This design comes from an exercise in tuning for small area and a short achievable clock period on the open sky130 flow, not from production work. Where RTL was checked, it was by simulation tests only, not by an equivalence proof against the original. Power and IR drop assume default switching activity.

==> module neuron, before the edit <==
module neuron #(
    parameter signed [15:0] BIAS = 0    
)(
    input clk,
    input [7:0] one,         
    input [7:0] two,         
    input [7:0] neg,         
    input [15:0] weight,     
    input clr,               
    output reg [15:0] logit
);
    wire [31:0] ts, tc;
    mul_tree tree (.one(one), .two(two), .neg(neg), .w(weight), .ps(ts), .pc(tc));
    reg [31:0] ps, pc, p;
    wire [32:0] p_next;
    add_bk #(.W(32)) padd (.a(ps), .b(pc), .s(p_next));
    always @(posedge clk) begin
        ps <= ts;
        pc <= tc;
        p <= p_next[31:0];
    end
    reg [31:0] acc;
    reg [17:0] tot;
    wire [32:0] s;
    wire c31;
    add_pfx #(.W(32)) add (.a(acc), .b(p), .s(s), .cm(c31));
    wire same = acc[31] == p[31];
    wire ovf = same && (c31 != acc[31]);
    wire [31:0] r = ovf ? {acc[31], {31{~acc[31]}}} : {same ? acc[31] : ~c31, s[30:0]};
    always @(posedge clk) begin
        acc <= clr ? 32'd0 : r;
        if (clr)
            tot <= r[31:14];
    end
    wire [18:0] u = {tot[17], tot} + {{3{BIAS[15]}}, BIAS};
    always @(posedge clk)
        logit <= (u[18:15] == 4'b0000 || u[18:15] == 4'b1111) ? u[15:0] :
                 u[18] ? 16'h8000 : 16'h7FFF;
endmodule
==> module add_pfx, before the edit <==
module add_pfx #(
    parameter W = 32
)(
    input [W-1:0] a,
    input [W-1:0] b,
    output [W:0] s,
    output cm            
);
    localparam L = $clog2(W);
    wire [W*(L+1)-1:0] G, P;
    assign cm = G[W*L+W-2];
    assign G[W-1:0] = a & b;
    assign P[W-1:0] = a ^ b;
    genvar l, i;
    generate
        for (l = 0; l < L; l = l + 1) begin : pfx
            for (i = 0; i < W; i = i + 1) begin : bt
                if ((i >> l) & 1) begin : merge
                    localparam integer J = ((i >> l) << l) - 1;
                    assign G[W*(l+1)+i] = G[W*l+i] | (P[W*l+i] & G[W*l+J]);
                    assign P[W*(l+1)+i] = P[W*l+i] & P[W*l+J];
                end else begin : pass
                    assign G[W*(l+1)+i] = G[W*l+i];
                    assign P[W*(l+1)+i] = P[W*l+i];
                end
            end
        end
    endgenerate
    assign s = {G[W*L+W-1], P[W-1:0] ^ {G[W*L+W-2:W*L], 1'b0}};
endmodule
clock: 8.0 ns
lec_check: 0
abc_clock_period_in_ps: 1500
cap_margin: 20
core_margin: 2
core_utilization: 40
cts_cluster_diameter: 80
cts_cluster_size: 30
setup_slack_margin: 4.8
slew_margin: 20
standard.sh (not shown) runs the stock make flow with config.mk's settings and CLKGATE_MAP_FILE= SYNTH_SCRIPT=/design/flow/synth_recipe.tcl, a recipe that flattens the netlist after the stock synthesis.
==> flow/flow/run.sh <==
#!/bin/bash
cp standard.sh standard_sh_copy.log 2>/dev/null
export SYNTH_ARGS="-noabc"
bash standard.sh > standard.log 2>&1
==> next run, changes <==
--- a/flow/design.v
+++ b/flow/design.v
@@ -21,15 +21,13 @@
         p <= p_next[31:0];
     end
     reg [31:0] acc;
     reg [17:0] tot;
     wire [32:0] s;
-    wire c31;
-    add_pfx #(.W(32)) add (.a(acc), .b(p), .s(s), .cm(c31));
-    wire same = acc[31] == p[31];
-    wire ovf = same && (c31 != acc[31]);
-    wire [31:0] r = ovf ? {acc[31], {31{~acc[31]}}} : {same ? acc[31] : ~c31, s[30:0]};
+    add_pfx #(.W(32)) add (.a(acc), .b(p), .s(s));
+    wire ovf = (acc[31] == p[31]) && (s[31] != acc[31]);
+    wire [31:0] r = ovf ? {acc[31], {31{~acc[31]}}} : s[31:0];
     always @(posedge clk) begin
         acc <= clr ? 32'd0 : r;
         if (clr)
             tot <= r[31:14];
     end
@@ -41,16 +39,14 @@
 module add_pfx #(
     parameter W = 32
 )(
     input [W-1:0] a,
     input [W-1:0] b,
-    output [W:0] s,
-    output cm            
+    output [W:0] s
 );
     localparam L = $clog2(W);
     wire [W*(L+1)-1:0] G, P;
-    assign cm = G[W*L+W-2];
     assign G[W-1:0] = a & b;
     assign P[W-1:0] = a ^ b;
     genvar l, i;
     generate
         for (l = 0; l < L; l = l + 1) begin : pfx
Effect: Final area goes up by about 1.7%. Combinational power goes up by about 10%. Clock skew goes down by 0.0074 ns. Worst setup slack gets worse by 0.74 ns. Synthesized cell count goes down by 2.2%. Maximum frequency goes down by 19%. Routed wire length goes down by 1.7%. Cell count goes down by about 0.5%. Total power goes up by about 6%. Non-clock buffer count goes up by 86.

========
fc_head with an RTL version that a note above also has.
Size in the first run: about 860 flip-flops, about 220 I/O pins.
==> module fc_head, before the edit <==
module fc_head #(
    parameter DATA_WIDTH = 16,
    parameter NUM_INPUTS = 1024,
    parameter NUM_OUTPUTS = 4
)(
    input clk,
    input rst,
    input [DATA_WIDTH-1:0] myinput,
    input [DATA_WIDTH*NUM_OUTPUTS-1:0] myweights,
    input myinputValid,
    output [DATA_WIDTH*NUM_OUTPUTS-1:0] softmax_out,
    output softmax_valid,
    output [7:0] led_control,
    output [DATA_WIDTH*NUM_OUTPUTS-1:0] logits
);
    reg [9:0] input_count;
    reg [63:0] weights;
    reg last0, last1, last2, last3, logit_valid, rst_d, clr;
    reg [7:0] b_one, b_two, b_neg;
    reg [7:0] b_one_n, b_two_n, b_neg_n;
    wire take = myinputValid && !rst;
    wire [16:0] xe = {myinput, 1'b0};
    wire [7:0] e_one, e_two, e_neg;
    genvar i;
    generate
        for (i = 0; i < 8; i = i + 1) begin : booth
            assign e_one[i] = xe[2*i+1] ^ xe[2*i];
            assign e_two[i] = (xe[2*i+2] & ~xe[2*i+1] & ~xe[2*i]) | (~xe[2*i+2] & xe[2*i+1] & xe[2*i]);
            assign e_neg[i] = xe[2*i+2];
        end
    endgenerate
    always @(posedge clk) begin
        b_one <= take ? e_one : 8'd0;
        b_two <= take ? e_two : 8'd0;
        b_neg <= take ? e_neg : 8'd0;
        b_one_n <= ~(take ? e_one : 8'd0);
        b_two_n <= ~(take ? e_two : 8'd0);
        b_neg_n <= ~(take ? e_neg : 8'd0);
        weights <= myweights;
        rst_d <= rst;
        clr <= rst_d || last1;
        if (rst) begin
            input_count <= 0;
            last0 <= 0;
            last1 <= 0;
            last2 <= 0;
            last3 <= 0;
            logit_valid <= 0;
        end else begin
            if (myinputValid)
                input_count <= input_count + 1;
            last0 <= myinputValid && (input_count == NUM_INPUTS-1);
            last1 <= last0;
            last2 <= last1;
            last3 <= last2;
            logit_valid <= last3;
        end
    end
    localparam [63:0] BIASES = {16'h003C, 16'h0001, 16'hFFD1, 16'h0006};
    generate
        for (i = 0; i < NUM_OUTPUTS; i = i + 1) begin : output_layer
            neuron #(
                .BIAS(BIASES[(i+1)*DATA_WIDTH-1 -: DATA_WIDTH])
            ) neuron_output (
                .clk(clk),
                .one(i < 2 ? b_one : ~b_one_n),
                .two(i < 2 ? b_two : ~b_two_n),
                .neg(i < 2 ? b_neg : ~b_neg_n),
                .weight(weights[(i+1)*DATA_WIDTH-1 -: DATA_WIDTH]),
                .clr(clr),
                .logit(logits[(i+1)*DATA_WIDTH-1 -: DATA_WIDTH])
            );
        end
    endgenerate
    Softmax softmax_inst (
        .clk(clk),
        .rst(rst),
        .in(logits),
        .in_valid(logit_valid),
        .out(softmax_out),
        .valid(softmax_valid),
        .led_control(led_control)
    );
endmodule
==> flow/config.mk <==
export PLATFORM = sky130hd
export DESIGN_NAME = fc_head
export DESIGN_NICKNAME = fc_head
export VERILOG_FILES = /design/flow/design.v
export SDC_FILE = /design/flow/constraint.sdc
export NUM_CORES = 4
export LEC_CHECK = 0
export ABC_CLOCK_PERIOD_IN_PS = 1500
export CAP_MARGIN = 20
export CORE_MARGIN = 2
export CORE_UTILIZATION = 40
export CTS_CLUSTER_DIAMETER = 80
export CTS_CLUSTER_SIZE = 30
export SETUP_SLACK_MARGIN = 4.8
export SLEW_MARGIN = 20
==> flow/constraint.sdc <==
create_clock -name core_clock -period 8.0 [get_ports {clk}]
set_input_delay 1.6000 -clock core_clock [delete_from_list [all_inputs] [get_ports {clk}]]
set_output_delay 1.6000 -clock core_clock [all_outputs]
set_load 0.01 [all_outputs]
run.sh (not shown) runs the stock make flow with config.mk's settings and CLKGATE_MAP_FILE= SYNTH_SCRIPT=/design/flow/synth_recipe.tcl, a recipe that flattens the netlist after the stock synthesis.
Stock flow here: none of the scripts above is used.
==> next run, changes <==
--- a/flow/design.v
+++ b/flow/design.v
@@ -655,5 +655,4 @@
     reg last0, last1, last2, last3, logit_valid, rst_d, clr;
     reg [7:0] b_one, b_two, b_neg;
-    reg [7:0] b_one_n, b_two_n, b_neg_n;
     wire take = myinputValid && !rst;
     wire [16:0] xe = {myinput, 1'b0};
@@ -671,7 +670,4 @@
         b_two <= take ? e_two : 8'd0;
         b_neg <= take ? e_neg : 8'd0;
-        b_one_n <= ~(take ? e_one : 8'd0);
-        b_two_n <= ~(take ? e_two : 8'd0);
-        b_neg_n <= ~(take ? e_neg : 8'd0);
         weights <= myweights;
         rst_d <= rst;
@@ -701,7 +697,7 @@
             ) neuron_output (
                 .clk(clk),
-                .one(i < 2 ? b_one : ~b_one_n),
-                .two(i < 2 ? b_two : ~b_two_n),
-                .neg(i < 2 ? b_neg : ~b_neg_n),
+                .one(b_one),
+                .two(b_two),
+                .neg(b_neg),
                 .weight(weights[(i+1)*DATA_WIDTH-1 -: DATA_WIDTH]),
                 .clr(clr),
=> The changed run completed with no timing, DRC or antenna violations; area after synthesis falls by 0.40%; clock skew falls by 0.0069 ns; count of clock-buffer cells in the layout falls by 4; die area falls by 0.39%; routed wire length rises by 6.8%; sequential power falls by about 2%; worst setup slack degrades by 0.14 ns.
Only the layout flow was run in the second run of this note; the RTL was not checked for function there.

========
fc_head, a different RTL version from the one above (not shown whole).
For scale: roughly 220 I/O pins.
==> module neuron, before the edit <==
module neuron #(
    parameter signed [15:0] BIAS = 0    
)(
    input clk,
    input [7:0] one,         
    input [7:0] two,         
    input [7:0] neg,         
    input [15:0] weight,     
    input start,             
    output reg [15:0] logit
);
    wire [31:0] ts, tc;
    mul_tree tree (.one(one), .two(two), .neg(neg), .w(weight), .ps(ts), .pc(tc));
    reg [31:0] ps, pc, p;
    wire [32:0] p_next;
    add_bk #(.W(32)) padd (.a(ps), .b(pc), .s(p_next));
    always @(posedge clk) begin
        ps <= ts;
        pc <= tc;
        p <= p_next[31:0];
    end
    reg [31:0] acc;
    wire [32:0] s;
    add_pfx #(.W(32)) add (.a(acc), .b(p), .s(s));
    wire ovf = (acc[31] == p[31]) && (s[31] != acc[31]);
    wire [31:0] r = ovf ? {acc[31], {31{~acc[31]}}} : s[31:0];
    always @(posedge clk)
        acc <= start ? p : r;
    wire [18:0] u = {acc[31], acc[31:14]} + {{3{BIAS[15]}}, BIAS};
    always @(posedge clk)
        if (start)
            logit <= (u[18:15] == 4'b0000 || u[18:15] == 4'b1111) ? u[15:0] :
                     u[18] ? 16'h8000 : 16'h7FFF;
endmodule
==> module add_pfx, before the edit <==
module add_pfx #(
    parameter W = 32
)(
    input [W-1:0] a,
    input [W-1:0] b,
    output [W:0] s
);
    localparam L = $clog2(W);
    wire [W*(L+1)-1:0] G, P;
    assign G[W-1:0] = a & b;
    assign P[W-1:0] = a ^ b;
    genvar l, i;
    generate
        for (l = 0; l < L; l = l + 1) begin : pfx
            for (i = 0; i < W; i = i + 1) begin : bt
                if ((i >> l) & 1) begin : merge
                    localparam integer J = ((i >> l) << l) - 1;
                    assign G[W*(l+1)+i] = G[W*l+i] | (P[W*l+i] & G[W*l+J]);
                    assign P[W*(l+1)+i] = P[W*l+i] & P[W*l+J];
                end else begin : pass
                    assign G[W*(l+1)+i] = G[W*l+i];
                    assign P[W*(l+1)+i] = P[W*l+i];
                end
            end
        end
    endgenerate
    assign s = {G[W*L+W-1], P[W-1:0] ^ {G[W*L+W-2:W*L], 1'b0}};
endmodule
==> module fc_head, before the edit <==
module fc_head #(
    parameter DATA_WIDTH = 16,
    parameter NUM_INPUTS = 1024,
    parameter NUM_OUTPUTS = 4
)(
    input clk,
    input rst,
    input [DATA_WIDTH-1:0] myinput,
    input [DATA_WIDTH*NUM_OUTPUTS-1:0] myweights,
    input myinputValid,
    output [DATA_WIDTH*NUM_OUTPUTS-1:0] softmax_out,
    output softmax_valid,
    output [7:0] led_control,
    output [DATA_WIDTH*NUM_OUTPUTS-1:0] logits
);
    reg [9:0] input_count;
    reg [63:0] weights;
    reg last0, last1, last2, last3, logit_valid, rst_d, rst_dd, start;
    reg [7:0] b_one, b_two, b_neg;
    reg [7:0] b_one_n, b_two_n, b_neg_n;
    wire take = myinputValid && !rst;
    wire [16:0] xe = {myinput, 1'b0};
    wire [7:0] e_one, e_two, e_neg;
    genvar i;
    generate
        for (i = 0; i < 8; i = i + 1) begin : booth
            assign e_one[i] = xe[2*i+1] ^ xe[2*i];
            assign e_two[i] = (xe[2*i+2] & ~xe[2*i+1] & ~xe[2*i]) | (~xe[2*i+2] & xe[2*i+1] & xe[2*i]);
            assign e_neg[i] = xe[2*i+2];
        end
    endgenerate
    always @(posedge clk) begin
        b_one <= take ? e_one : 8'd0;
        b_two <= take ? e_two : 8'd0;
        b_neg <= take ? e_neg : 8'd0;
        b_one_n <= ~(take ? e_one : 8'd0);
        b_two_n <= ~(take ? e_two : 8'd0);
        b_neg_n <= ~(take ? e_neg : 8'd0);
        weights <= myweights;
        rst_d <= rst;
        rst_dd <= rst_d;
        start <= rst_dd || last2;
        if (rst) begin
            input_count <= 0;
            last0 <= 0;
            last1 <= 0;
            last2 <= 0;
            last3 <= 0;
            logit_valid <= 0;
        end else begin
            if (myinputValid)
                input_count <= input_count + 1;
            last0 <= myinputValid && (input_count == NUM_INPUTS-1);
            last1 <= last0;
            last2 <= last1;
            last3 <= last2;
            logit_valid <= last3;
        end
    end
    localparam [63:0] BIASES = {16'h003C, 16'h0001, 16'hFFD1, 16'h0006};
    generate
        for (i = 0; i < NUM_OUTPUTS; i = i + 1) begin : output_layer
            neuron #(
                .BIAS(BIASES[(i+1)*DATA_WIDTH-1 -: DATA_WIDTH])
            ) neuron_output (
                .clk(clk),
                .one(i < 2 ? b_one : ~b_one_n),
                .two(i < 2 ? b_two : ~b_two_n),
                .neg(i < 2 ? b_neg : ~b_neg_n),
                .weight(weights[(i+1)*DATA_WIDTH-1 -: DATA_WIDTH]),
                .start(start),
                .logit(logits[(i+1)*DATA_WIDTH-1 -: DATA_WIDTH])
            );
        end
    endgenerate
    Softmax softmax_inst (
        .clk(clk),
        .rst(rst),
        .in(logits),
        .in_valid(logit_valid),
        .out(softmax_out),
        .valid(softmax_valid),
        .led_control(led_control)
    );
endmodule
make LEC_CHECK=0 ABC_CLOCK_PERIOD_IN_PS=1500 CAP_MARGIN=20 CORE_MARGIN=2 CORE_UTILIZATION=40 CTS_CLUSTER_DIAMETER=80 CTS_CLUSTER_SIZE=30 SETUP_SLACK_MARGIN=4.8 SLEW_MARGIN=20 finish   # period 8.0 ns
Rerun with:
--- a/flow/design.v
+++ b/flow/design.v
@@ -7,7 +7,7 @@
     input [7:0] two,         
     input [7:0] neg,         
     input [15:0] weight,     
-    input start,             
+    input clr,               
     output reg [15:0] logit
 );
     wire [31:0] ts, tc;
@@ -21,27 +21,34 @@
         p <= p_next[31:0];
     end
     reg [31:0] acc;
+    reg [17:0] tot;
     wire [32:0] s;
-    add_pfx #(.W(32)) add (.a(acc), .b(p), .s(s));
-    wire ovf = (acc[31] == p[31]) && (s[31] != acc[31]);
-    wire [31:0] r = ovf ? {acc[31], {31{~acc[31]}}} : s[31:0];
-    always @(posedge clk)
-        acc <= start ? p : r;
-    wire [18:0] u = {acc[31], acc[31:14]} + {{3{BIAS[15]}}, BIAS};
+    wire c31;
+    add_pfx #(.W(32)) add (.a(acc), .b(p), .s(s), .cm(c31));
+    wire same = acc[31] == p[31];
+    wire ovf = same && (c31 != acc[31]);
+    wire [31:0] r = ovf ? {acc[31], {31{~acc[31]}}} : {same ? acc[31] : ~c31, s[30:0]};
+    always @(posedge clk) begin
+        acc <= clr ? 32'd0 : r;
+        if (clr)
+            tot <= r[31:14];
+    end
+    wire [18:0] u = {tot[17], tot} + {{3{BIAS[15]}}, BIAS};
     always @(posedge clk)
-        if (start)
-            logit <= (u[18:15] == 4'b0000 || u[18:15] == 4'b1111) ? u[15:0] :
-                     u[18] ? 16'h8000 : 16'h7FFF;
+        logit <= (u[18:15] == 4'b0000 || u[18:15] == 4'b1111) ? u[15:0] :
+                 u[18] ? 16'h8000 : 16'h7FFF;
 endmodule
 module add_pfx #(
     parameter W = 32
 )(
     input [W-1:0] a,
     input [W-1:0] b,
-    output [W:0] s
+    output [W:0] s,
+    output cm            
 );
     localparam L = $clog2(W);
     wire [W*(L+1)-1:0] G, P;
+    assign cm = G[W*L+W-2];
     assign G[W-1:0] = a & b;
     assign P[W-1:0] = a ^ b;
     genvar l, i;
@@ -649,7 +656,7 @@
 );
     reg [9:0] input_count;
     reg [63:0] weights;
-    reg last0, last1, last2, last3, logit_valid, rst_d, rst_dd, start;
+    reg last0, last1, last2, last3, logit_valid, rst_d, clr;
     reg [7:0] b_one, b_two, b_neg;
     reg [7:0] b_one_n, b_two_n, b_neg_n;
     wire take = myinputValid && !rst;
@@ -672,8 +679,7 @@
         b_neg_n <= ~(take ? e_neg : 8'd0);
         weights <= myweights;
         rst_d <= rst;
-        rst_dd <= rst_d;
-        start <= rst_dd || last2;
+        clr <= rst_d || last1;
         if (rst) begin
             input_count <= 0;
             last0 <= 0;
@@ -702,7 +708,7 @@
                 .two(i < 2 ? b_two : ~b_two_n),
                 .neg(i < 2 ? b_neg : ~b_neg_n),
                 .weight(weights[(i+1)*DATA_WIDTH-1 -: DATA_WIDTH]),
-                .start(start),
+                .clr(clr),
                 .logit(logits[(i+1)*DATA_WIDTH-1 -: DATA_WIDTH])
             );
         end
The new run passed the timing, design-rule and antenna checks.
Maximum frequency fell by 1.9%.
Clock power rose by about 2%.
Via count climbs by 2.0%.
Clock-buffer cell count is unchanged.
Synthesized area rose by about 2.7%.
Final cell count grows by about 2.7%.
Function not checked in the first run of this note: the RTL went through the layout flow alone.

[port drivers added, routing unchanged]
The results above use ideal ports. As a check the final layouts listed here were re-extracted and re-timed, cells and wires unchanged. Step 1 assumes that a clkbuf_16 drives the clock port and a buf_2 every other input. Step 2 times the ports against the registers' clock, not the clock port: input delays grow and output delays shrink by t, the midpoint of the rising clock arrivals with the driver on. Slacks: ideal ports / drivers / drivers and shift; pairs: ideal ports / drivers.
| run | t (ns) | setup WS [ns] | hold slack, ns | worst setup path at the end |
|---|---|---|---|---|
| the first run of note 1 | 0.754 | 4.849 / 4.793 / 4.601 | 0.433 / 0.433 / 0.433 | input to register |
| the second run of note 1 | 0.746 | 4.104 / 4.104 / 4.104 | 0.437 / 0.437 / 0.437 | register to register |
| the first run of note 2 | 0.760 | 4.830 / 4.783 / 4.597 | 0.428 / 0.428 / 0.428 | input to register |
| the second run of note 2 | 0.765 | 4.688 / 4.688 / 4.518 | 0.435 / 0.435 / 0.435 | input to register |
| the first run of note 3 | 0.762 | 4.551 / 4.551 / 4.551 | 0.339 / 0.339 / 0.339 | register to register |
| the second run of note 3 | 0.761 | 4.484 / 4.484 / 4.436 | 0.443 / 0.443 / 0.443 | input to register |
After both steps every run listed still meets setup and hold. For the first run of note 1, which loses most, drivers alone change the setup slack by -0.056 ns; drivers and shift together by -0.248 ns.
